From an optimization exercise on the open Yosys and OpenROAD flow, aimed at a short achievable clock period and few clock cycles; shortcuts taken in it are not production practice. Where RTL was checked, it was by simulation tests only, not by an equivalence proof against the original. Power is estimated from default activity; no workload was simulated.

Setup of v11:
==> flow/design.v (excerpt) <==
module datapath (input clock, reset,
		 output [31:0] imem_addr,
		 input  [31:0] imem_rdata,
		 output        dmem_we,
		 output [31:0] dmem_addr, dmem_wdata,
		 input  [31:0] dmem_rdata);
clock: 5.8 ns
lec_check: 0
cap_margin: 25
core_margin: 2
core_utilization: 40
setup_slack_margin: 3.2
slew_margin: 20
standard.sh (not shown) runs the stock make flow with config.mk's settings and CLKGATE_MAP_FILE= SYNTH_SCRIPT=/design/flow/synth_recipe.tcl, a recipe that flattens the netlist after the stock synthesis.
==> flow/flow/run.sh <==
#!/bin/bash
# Layout flow: the standard flow, with synthesis mapping the logic through ABC with a
# delay-oriented script (flow/speed.abc) in place of the default one. Everything else,
# including the registers that synthesis produces, is the standard flow's.
set -euo pipefail
here=$(pwd)
bash standard.sh SYNTH_SCRIPT=$here/flow/synth.tcl finish > $here/standard.log 2>&1
==> flow/flow/speed.abc <==
&get -n
&st
&dch
&nf
&put
buffer -c
topo
stime -c
upsize -c
dnsize -c
==> flow/flow/synth.tcl <==
# The standard flow's synthesis script, with the ABC mapping script replaced by flow/speed.abc
set ::speed_abc [file join [file dirname [file normalize [info script]]] speed.abc]
proc abc {args} {
  set i [lsearch $args -script]
  lset args [expr {$i + 1}] $::speed_abc
  yosys abc {*}$args
}
source [file join [file dirname [file dirname [file normalize [info script]]]] synth_recipe.tcl]
Testbench counts of v11, summed over its fixed seeds: cycles 54,880.
Inputs modified between v11 and v8:
--- a/flow/config.mk
+++ b/flow/config.mk
@@ -9,3 +9,4 @@
 export CORE_MARGIN = 2
-export CORE_UTILIZATION = 40
+export CORE_UTILIZATION = 60
+export PLACE_DENSITY = 0.68
 export SETUP_SLACK_MARGIN = 3.2
Results
- Looking only at final worst slack, and setting everything else aside, the lower value of v8 and v11 goes to v8.
- v8 ended up with mrows8[63]$_DFFE_PP_ as its capture point of the worst path; v11 ended up with lo[31]$_DFFE_PP_.
- Compared with v11, v8 shows count of standard-cell rows that has gone down by more than 10%.
- Number of clock buffers in the layout was lower in v8 than in v11.

---

run 1:
datapath, a different RTL version from the one above (not shown whole).
Size in the first run: roughly 10,000 cells after synthesis, roughly 2,400 flip-flops, about 160 I/O pins.
// datapath
module datapath (input clock, reset,
		 output [31:0] imem_addr,
		 input  [31:0] imem_rdata,
		 output        dmem_we,
		 output [31:0] dmem_addr, dmem_wdata,
		 input  [31:0] dmem_rdata);
Settings: LEC_CHECK=0, CAP_MARGIN=25, CORE_MARGIN=2, CORE_UTILIZATION=40, SETUP_SLACK_MARGIN=3.5, SLEW_MARGIN=20; clock period 5.8 ns.
Scripts as last shown in full above: flow/flow/run.sh, flow/flow/speed.abc, flow/flow/synth.tcl
Run 1 went all the way through synthesis, placement and routing and the layout is clean on timing, DRC and antenna.
The inputs of run 2 differ from those of run 1 as listed below.
-- flow/config.mk --
<<< run 1, line 11
export SETUP_SLACK_MARGIN = 3.5
>>> run 2, line 11
export CTS_CLUSTER_DIAMETER = 120
export CTS_CLUSTER_SIZE = 25
export SETUP_SLACK_MARGIN = 3.2
==> notes.md <==
The post-placement cell area was comparable across run 2 and run 1.
Run 2 — worst-case headroom to the max-slew limit 4.0 points higher, run 1 as reference
Fmax: run 2 higher than run 1
Between run 2 and run 1, it is run 2 whose post-cts repair resize count is lower, by 680.
Run 2 against run 1: sequential share of power +5.9 points, share of power burned in the clock network -8.4 points, final wirelength -about 6.5%, area after synthesis ~0 delta.
Modified inputs, run 3 compared to run 2
-- flow/config.mk --
<<< run 2, line 11
export CTS_CLUSTER_DIAMETER = 120
export CTS_CLUSTER_SIZE = 25
>>> run 3, line 11
==> comparison <==
Per the comparison of run 3 with run 2, internal power component went up by 0.0064 W; count of vias placed by the detailed router went up by about 2.5%; setup slack of the critical path after layout went down by 0.067 ns; finished layout cell area went up by about 5%; first-iteration DRC count went up by 5.5%.
| combinational fraction of design power | higher: run 2 |
Looking at worst hold slack, run 3 sits below run 2.
Function was not checked in any run of this note: the RTL went through the layout flow alone.

---

== alpha ==
Another version of the RTL of datapath (not shown whole).
Size in the first run: about 13000 cells after synthesis, ~160000 um^2 of cells after synthesis.
==> flow/config.mk <==
export PLATFORM = sky130hd
export DESIGN_NAME = datapath
export DESIGN_NICKNAME = datapath
export VERILOG_FILES = /design/flow/design.v
export SDC_FILE = /design/flow/constraint.sdc
export NUM_CORES = 8
export LEC_CHECK = 0
export CAP_MARGIN = 25
export CORE_MARGIN = 2
export CORE_UTILIZATION = 40
export SETUP_SLACK_MARGIN = 3.2
export SLEW_MARGIN = 20
==> flow/constraint.sdc <==
create_clock -name core_clock -period 5.8 [get_ports {clock}]
set_input_delay 1.1600 -clock core_clock [delete_from_list [all_inputs] [get_ports {clock}]]
set_output_delay 1.1600 -clock core_clock [all_outputs]
set_load 0.01 [all_outputs]
Scripts as last shown in full above: flow/flow/run.sh, flow/flow/speed.abc, flow/flow/synth.tcl
Testbench counts of alpha, summed over its fixed seeds: cycles 52,628.
Modified inputs, beta compared to alpha
- SETUP_SLACK_MARGIN changed from 3.2 to 3.0
## What came out
- beta ended up with pcw[4] as its timing startpoint of the critical path; alpha ended up with pcw[10].
- Changes observed in beta relative to alpha: via count saw a decrease, proportion of layout cells with a drive suffix above 1 shrank by 3.4 points, relative contribution of combinational cells to total power lost 0.2 points.

---

Setup of v9:
Another version of the RTL of datapath (not shown whole).
For scale: ~13,000 cells after synthesis, ~3,100 flip-flops, about 160 I/O pins.
==> flow/config.mk <==
export PLATFORM = sky130hd
export DESIGN_NAME = datapath
export DESIGN_NICKNAME = datapath
export VERILOG_FILES = /design/flow/design.v
export SDC_FILE = /design/flow/constraint.sdc
export NUM_CORES = 8
export LEC_CHECK = 0
export CAP_MARGIN = 25
export CORE_MARGIN = 2
export CORE_UTILIZATION = 40
export SETUP_SLACK_MARGIN = 3.2
export SLEW_MARGIN = 20
==> flow/constraint.sdc <==
create_clock -name core_clock -period 5.8 [get_ports {clock}]
set_input_delay 1.1600 -clock core_clock [delete_from_list [all_inputs] [get_ports {clock}]]
set_output_delay 1.1600 -clock core_clock [all_outputs]
set_load 0.01 [all_outputs]
==> flow/flow/run.sh <==
#!/bin/bash
# Layout flow: the standard flow, with synthesis mapping the logic through ABC with a
# delay-oriented script (flow/speed.abc) in place of the default one, and the ports
# buffered with sky130_fd_sc_hd__buf_8 (the default choice is a slow delay cell).
# Everything else, including the registers that synthesis produces, is the standard flow's.
set -euo pipefail
here=$(pwd)
bash standard.sh SYNTH_SCRIPT=$here/flow/synth.tcl "BUFFER_PORTS_ARGS=-buffer_cell sky130_fd_sc_hd__buf_8" finish > $here/standard.log 2>&1
Scripts as last shown in full above: flow/flow/speed.abc, flow/flow/synth.tcl
In summary, v9 completed successfully, with a layout that passed the timing, DRC and antenna checks.
Testbench counts of v9, summed over its fixed seeds: cycles 52,274.
[inputs] v3 vs v9
==> flow/flow/run.sh <==
#!/bin/bash
# Layout flow: the standard flow, with synthesis mapping all the logic, adders
# included, through ABC with a delay-oriented script (flow/speed.abc) in place of the
# default one and without the fixed full/half-adder cells, and the ports buffered with
# sky130_fd_sc_hd__buf_8 (the default choice is a slow delay cell). Everything else,
# including the registers that synthesis produces, is the standard flow's.
set -euo pipefail
here=$(pwd)
bash standard.sh SYNTH_SCRIPT=$here/flow/synth.tcl ADDER_MAP_FILE= "BUFFER_PORTS_ARGS=-buffer_cell sky130_fd_sc_hd__buf_8" finish > $here/standard.log 2>&1
- Summary of v3 over v9: number of stages on the worst setup path saw an increase, global-route wire length before repair climbed about 4%, synthesized-area fraction occupied by xor and xnor cells increased 5.1 points, global-route usage increased by 0.94 points relative to the old numbers.
- v3 vs v9: worst hold slack up
- Relative to v9, number of buffers other than clock buffers in the final layout decreased by 94 in v3.
- Looking at maximum cell stage delay along the critical path, v3 sits 0.18 ns lower than v9 does.
- Side by side, post-route standard cell area excluding fillers turned out lower in v3 than in v9.
- Compared with v9, v3 shows fmax that has gone up by a few percent.
- Final standard cell utilization of the core down 0.45 points in v3 wrt v9
Changes in v30 relative to v3:
==> flow/flow/speed.abc <==
strash
dch
map -D 1000
buffer -c
topo
stime -c
upsize -c
dnsize -c
Summary of v30 over v3: sequential power share shrank by 0.6 points, post-CTS clock slew at the launch and capture registers of the worst setup and hold paths held steady, area after synthesis grew by about 7%, worst setup slack grew by 0.059 ns. Going from v3 to v30, total power grew slightly. Of v3 and v30, v3 shows the lower global-route usage, with v30 above it. In the final reports, the cell area of v30 is larger than that of v3.

---

Setup of job 762:
Another version of the RTL of datapath (not shown whole).
Size in the first run: ~10000 cells after synthesis, roughly 2200 flip-flops.
export LEC_CHECK = 0
export CAP_MARGIN = 20
export CORE_MARGIN = 2
export CORE_UTILIZATION = 40
export SETUP_SLACK_MARGIN = 3.2
export SLEW_MARGIN = 20
create_clock -name core_clock -period 5.8 [get_ports {clock}]
==> flow/flow/run.sh <==
#!/bin/bash
# Layout flow: the standard flow, with synthesis mapping the logic through ABC with a
# delay-oriented script (flow/speed.abc) in place of the default one. Everything else,
# including the registers that synthesis produces, is the standard flow's.
set -euo pipefail
here=$(pwd)
bash standard.sh SYNTH_SCRIPT=$here/flow/synth.tcl finish > $here/standard.log 2>&1
==> flow/flow/speed.abc <==
&get -n
&st
&dch
&nf
&put
buffer -c
topo
stime -c
upsize -c
dnsize -c
Scripts as last shown in full above: flow/flow/synth.tcl
Job 762 was carried through to the last stage, and its layout satisfied the timing, DRC and antenna checks.
Modified inputs, job 7475 compared to job 762
==> flow/run.sh (new file) <==
#!/bin/bash
# synth_recipe.tcl (not shown) runs the flow's synth.tcl, then flattens the netlist and writes it again
# the make line also repeats each setting of config.mk as NAME=value (left out here)
make -C /OpenROAD-flow-scripts/flow DESIGN_CONFIG=/design/flow/config.mk WORK_HOME=/design/flow/orfs CLKGATE_MAP_FILE= SYNTH_SCRIPT=/design/flow/synth_recipe.tcl finish
removed: flow/flow/run.sh
removed: flow/flow/speed.abc
removed: flow/flow/synth.tcl
removed: flow/standard.sh
[summary]
Diff job 762 -> job 7475: total wirelength of the detailed-routed design saw an increase, cell area after synthesis went up 0.40%, site row count has increased.
No functional check of the RTL was part of any run of this note.

---

fjord:
Another version of the RTL of datapath (not shown whole).
Size in the first run: roughly 13000 cells after synthesis, roughly 160000 sq um of cells after synthesis.
clock: 5.8 ns
lec_check: 0
cap_margin: 25
core_margin: 2
core_utilization: 40
cts_cluster_diameter: 120
cts_cluster_size: 25
setup_slack_margin: 3.2
slew_margin: 20
==> flow/flow/run.sh <==
#!/bin/bash
# Layout flow: the standard flow, with synthesis mapping the logic through ABC with a
# delay-oriented script (flow/speed.abc) in place of the default one. Everything else,
# including the registers that synthesis produces, is the standard flow's.
set -euo pipefail
here=$(pwd)
bash standard.sh SYNTH_SCRIPT=$here/flow/synth.tcl finish > $here/standard.log 2>&1
==> flow/flow/speed.abc <==
&get -n
&st
&dch
&nf
&put
buffer -c
topo
stime -c
upsize -c
dnsize -c
==> flow/flow/synth.tcl <==
# The standard flow's synthesis script, with the ABC mapping script replaced by flow/speed.abc
set ::speed_abc [file join [file dirname [file normalize [info script]]] speed.abc]
proc abc {args} {
  set i [lsearch $args -script]
  lset args [expr {$i + 1}] $::speed_abc
  yosys abc {*}$args
}
source [file join [file dirname [file dirname [file normalize [info script]]]] synth_recipe.tcl]
Edits applied to the flow inputs when going from fjord to quartz:
Settings: CTS_CLUSTER_SIZE: 25 -> unset; CTS_CLUSTER_DIAMETER: 120 -> unset.
==> flow/flow/run.sh <==
#!/bin/bash
# Layout flow: the standard flow, with synthesis mapping the logic through ABC with a
# delay-oriented script (flow/speed.abc) in place of the default one, and the timing
# repair after global routing run with pessimistic wire parasitics (flow/pre_grt.tcl).
# Everything else, including the registers that synthesis produces, is the standard flow's.
set -euo pipefail
here=$(pwd)
bash standard.sh SYNTH_SCRIPT=$here/flow/synth.tcl PRE_GLOBAL_ROUTE_TCL=$here/flow/pre_grt.tcl finish > $here/standard.log 2>&1
==> flow/flow/pre_grt.tcl (new file) <==
set rc_scale 1.25
foreach {layer c r} {li1 1.499e-04 7.176e-02 met1 1.72375e-04 8.929e-04 met2 1.36233e-04 8.929e-04
                     met3 2.14962e-04 1.567e-04 met4 1.48128e-04 1.567e-04 met5 1.54087e-04 1.781e-05} {
  set_layer_rc -layer $layer -capacitance [expr {$c * $rc_scale}] -resistance [expr {$r * $rc_scale}]
}
set_wire_rc -signal -layer met1
set_wire_rc -clock -layer met3
Results
[compare] base=fjord new=quartz: fraction of power spent switching nets lost 0.90 points, finished layout cell area picked up an extra 5.6%, count of final setup violators neither gained nor lost much, sequential cell power neither gained nor lost much. Reported for fjord and quartz, share of synthesized area spent on multiplexers turned out identical to the last digit. Taking fjord as the reference, in quartz source-to-sink clock delay at the later pin of the worst-skew pair has increased; multi-input logic portion of the cell area has decreased.
Relative to quartz, the following input files were edited for juniper:
==> flow/flow/run.sh <==
#!/bin/bash
# Layout flow: the standard flow, with synthesis mapping the logic through ABC with a
# delay-oriented script (flow/speed.abc) in place of the default one. Everything else,
# including the registers that synthesis produces, is the standard flow's.
set -euo pipefail
here=$(pwd)
bash standard.sh SYNTH_SCRIPT=$here/flow/synth.tcl finish > $here/standard.log 2>&1
removed: flow/flow/pre_grt.tcl
Findings:
The global-route usage of quartz and that of juniper are within noise of each other. The final layouts of quartz and juniper pass the timing, DRC and antenna checks. quartz → juniper: final critical path time including I/O delays and setup has increased; global-route wire length before repair flat; register area shows no meaningful change.
Function was not checked in any run of this note: the RTL went through the layout flow alone.

---

datapath, a different RTL version from the one above (not shown whole).
For scale: about 12,000 cells after synthesis, about 2,700 flip-flops, roughly 160 I/O pins, ~140,000 um2 of cells after synthesis.
==> flow/config.mk <==
export PLATFORM = sky130hd
export DESIGN_NAME = datapath
export DESIGN_NICKNAME = datapath
export VERILOG_FILES = /design/flow/design.v
export SDC_FILE = /design/flow/constraint.sdc
export NUM_CORES = 8
export LEC_CHECK = 0
export CAP_MARGIN = 25
export CORE_MARGIN = 2
export CORE_UTILIZATION = 40
export SETUP_SLACK_MARGIN = 3.2
export SLEW_MARGIN = 20
==> flow/constraint.sdc <==
create_clock -name core_clock -period 5.8 [get_ports {clock}]
set_input_delay 1.1600 -clock core_clock [delete_from_list [all_inputs] [get_ports {clock}]]
set_output_delay 1.1600 -clock core_clock [all_outputs]
set_load 0.01 [all_outputs]
==> flow/flow/run.sh <==
#!/bin/bash
# Layout flow: the standard flow, with synthesis mapping the logic through ABC with a
# delay-oriented script (flow/speed.abc) in place of the default one. Everything else,
# including the registers that synthesis produces, is the standard flow's.
set -euo pipefail
here=$(pwd)
bash standard.sh SYNTH_SCRIPT=$here/flow/synth.tcl finish > $here/standard.log 2>&1
Scripts as last shown in full above: flow/flow/speed.abc, flow/flow/synth.tcl
Testbench counts at the start, summed over its fixed seeds: cycles 54,305.
Then changed:
==> flow/flow/run.sh (replaced) <==
#!/bin/bash
# Layout flow: the standard flow, with synthesis mapping all the logic, adders
# included, through ABC with a delay-oriented script (flow/speed.abc) in place of the
# default one and without the fixed full/half-adder cells, and the ports buffered with
# sky130_fd_sc_hd__buf_8 (the default choice is a slow delay cell). Everything else,
# including the registers that synthesis produces, is the standard flow's.
set -euo pipefail
here=$(pwd)
bash standard.sh SYNTH_SCRIPT=$here/flow/synth.tcl ADDER_MAP_FILE= "BUFFER_PORTS_ARGS=-buffer_cell sky130_fd_sc_hd__buf_8" finish > $here/standard.log 2>&1
==> flow/flow/speed.abc (replaced) <==
strash
dch
map -D 1000
buffer -c
topo
stime -c
upsize -c
dnsize -c
Outcome: Critical path depth fell by 12; cell area rose by 3.3%; combinational power went down by 4.5%; synthesized area went up by 8.2%; setup slack improves by 230 ps; total power climbs by 0.58%; clock skew went up by 10 ps; flip-flop and latch count stays the same; global-route usage increases by 3.2 points; hold slack improved by 9.8 ps; count of clock-buffer cells in the layout stays the same.
Then changed:
==> flow/flow/speed.abc (replaced) <==
&get -n
&st
&dch
&nf
&put
buffer -c
topo
stime -c
upsize -c
dnsize -c
Routed wire length came out lower by 14%; area after synthesis falls by 7.2%; utilization came out higher by 1.4 points; non-clock buffer count increases by 192; clock skew shrinks by 16 ps; sequential share of layout area came out higher by 1.7 points; final cell count came out lower by 26%.

==> port drivers added, routing unchanged <==
The results above use ideal ports. As a check the final layouts listed here were re-extracted and re-timed, cells and wires unchanged.
Step 1, drivers: a clkbuf_16 drives clock and a buf_2 each remaining input, both assumed.
Step 2, shift: input delay + t, output delay - t, t = (earliest + latest rising clock arrival at the registers) / 2. This alone moves slack from input paths to output paths.
Slacks: ideal / step 1 / step 2; pairs: ideal / step 1.
run | t, ns | slack for setup (ns) | worst setup path after step 2
v11 | 0.990 | 2.823 / 2.823 / 1.905 | input to register
v8 | 1.005 | 2.684 / 2.684 / 1.732 | input to register
run 1 | 1.028 | 2.656 / 2.656 / 1.936 | input to register
run 2 | 1.016 | 2.824 / 2.841 / 1.887 | input to register
run 3 | 0.995 | 2.756 / 2.756 / 1.846 | input to register
alpha | 1.097 | 2.894 / 2.840 / 1.818 | input to register
beta | 1.064 | 2.669 / 2.669 / 1.747 | input to register
v9 | 1.070 | 2.932 / 2.849 / 1.780 | input to register
v3 | 1.075 | 2.994 / 2.946 / 1.870 | input to register
v30 | 1.079 | 3.053 / 2.943 / 1.909 | input to register
job 762 | 1.043 | 2.521 / 2.521 / 1.983 | input to register
job 7475 | 1.061 | 2.525 / 2.421 / 1.546 | input to register
fjord | 1.046 | 2.861 / 2.783 / 1.785 | input to register
quartz | 1.103 | 2.810 / 2.729 / 1.847 | input to register
juniper | 1.098 | 2.791 / 2.746 / 1.766 | input to register
the first run of note 7 | 1.053 | 2.862 / 2.598 / 1.545 | input to register
the second run of note 7 | 1.073 | 3.096 / 2.933 / 1.860 | input to register
the third run of note 7 | 1.038 | 3.009 / 2.713 / 1.675 | input to register
After both steps every run listed still meets setup and hold. The setup slack of the third run of note 7, which loses most, moves by -0.296 ns with the drivers and by -1.334 ns with both steps.
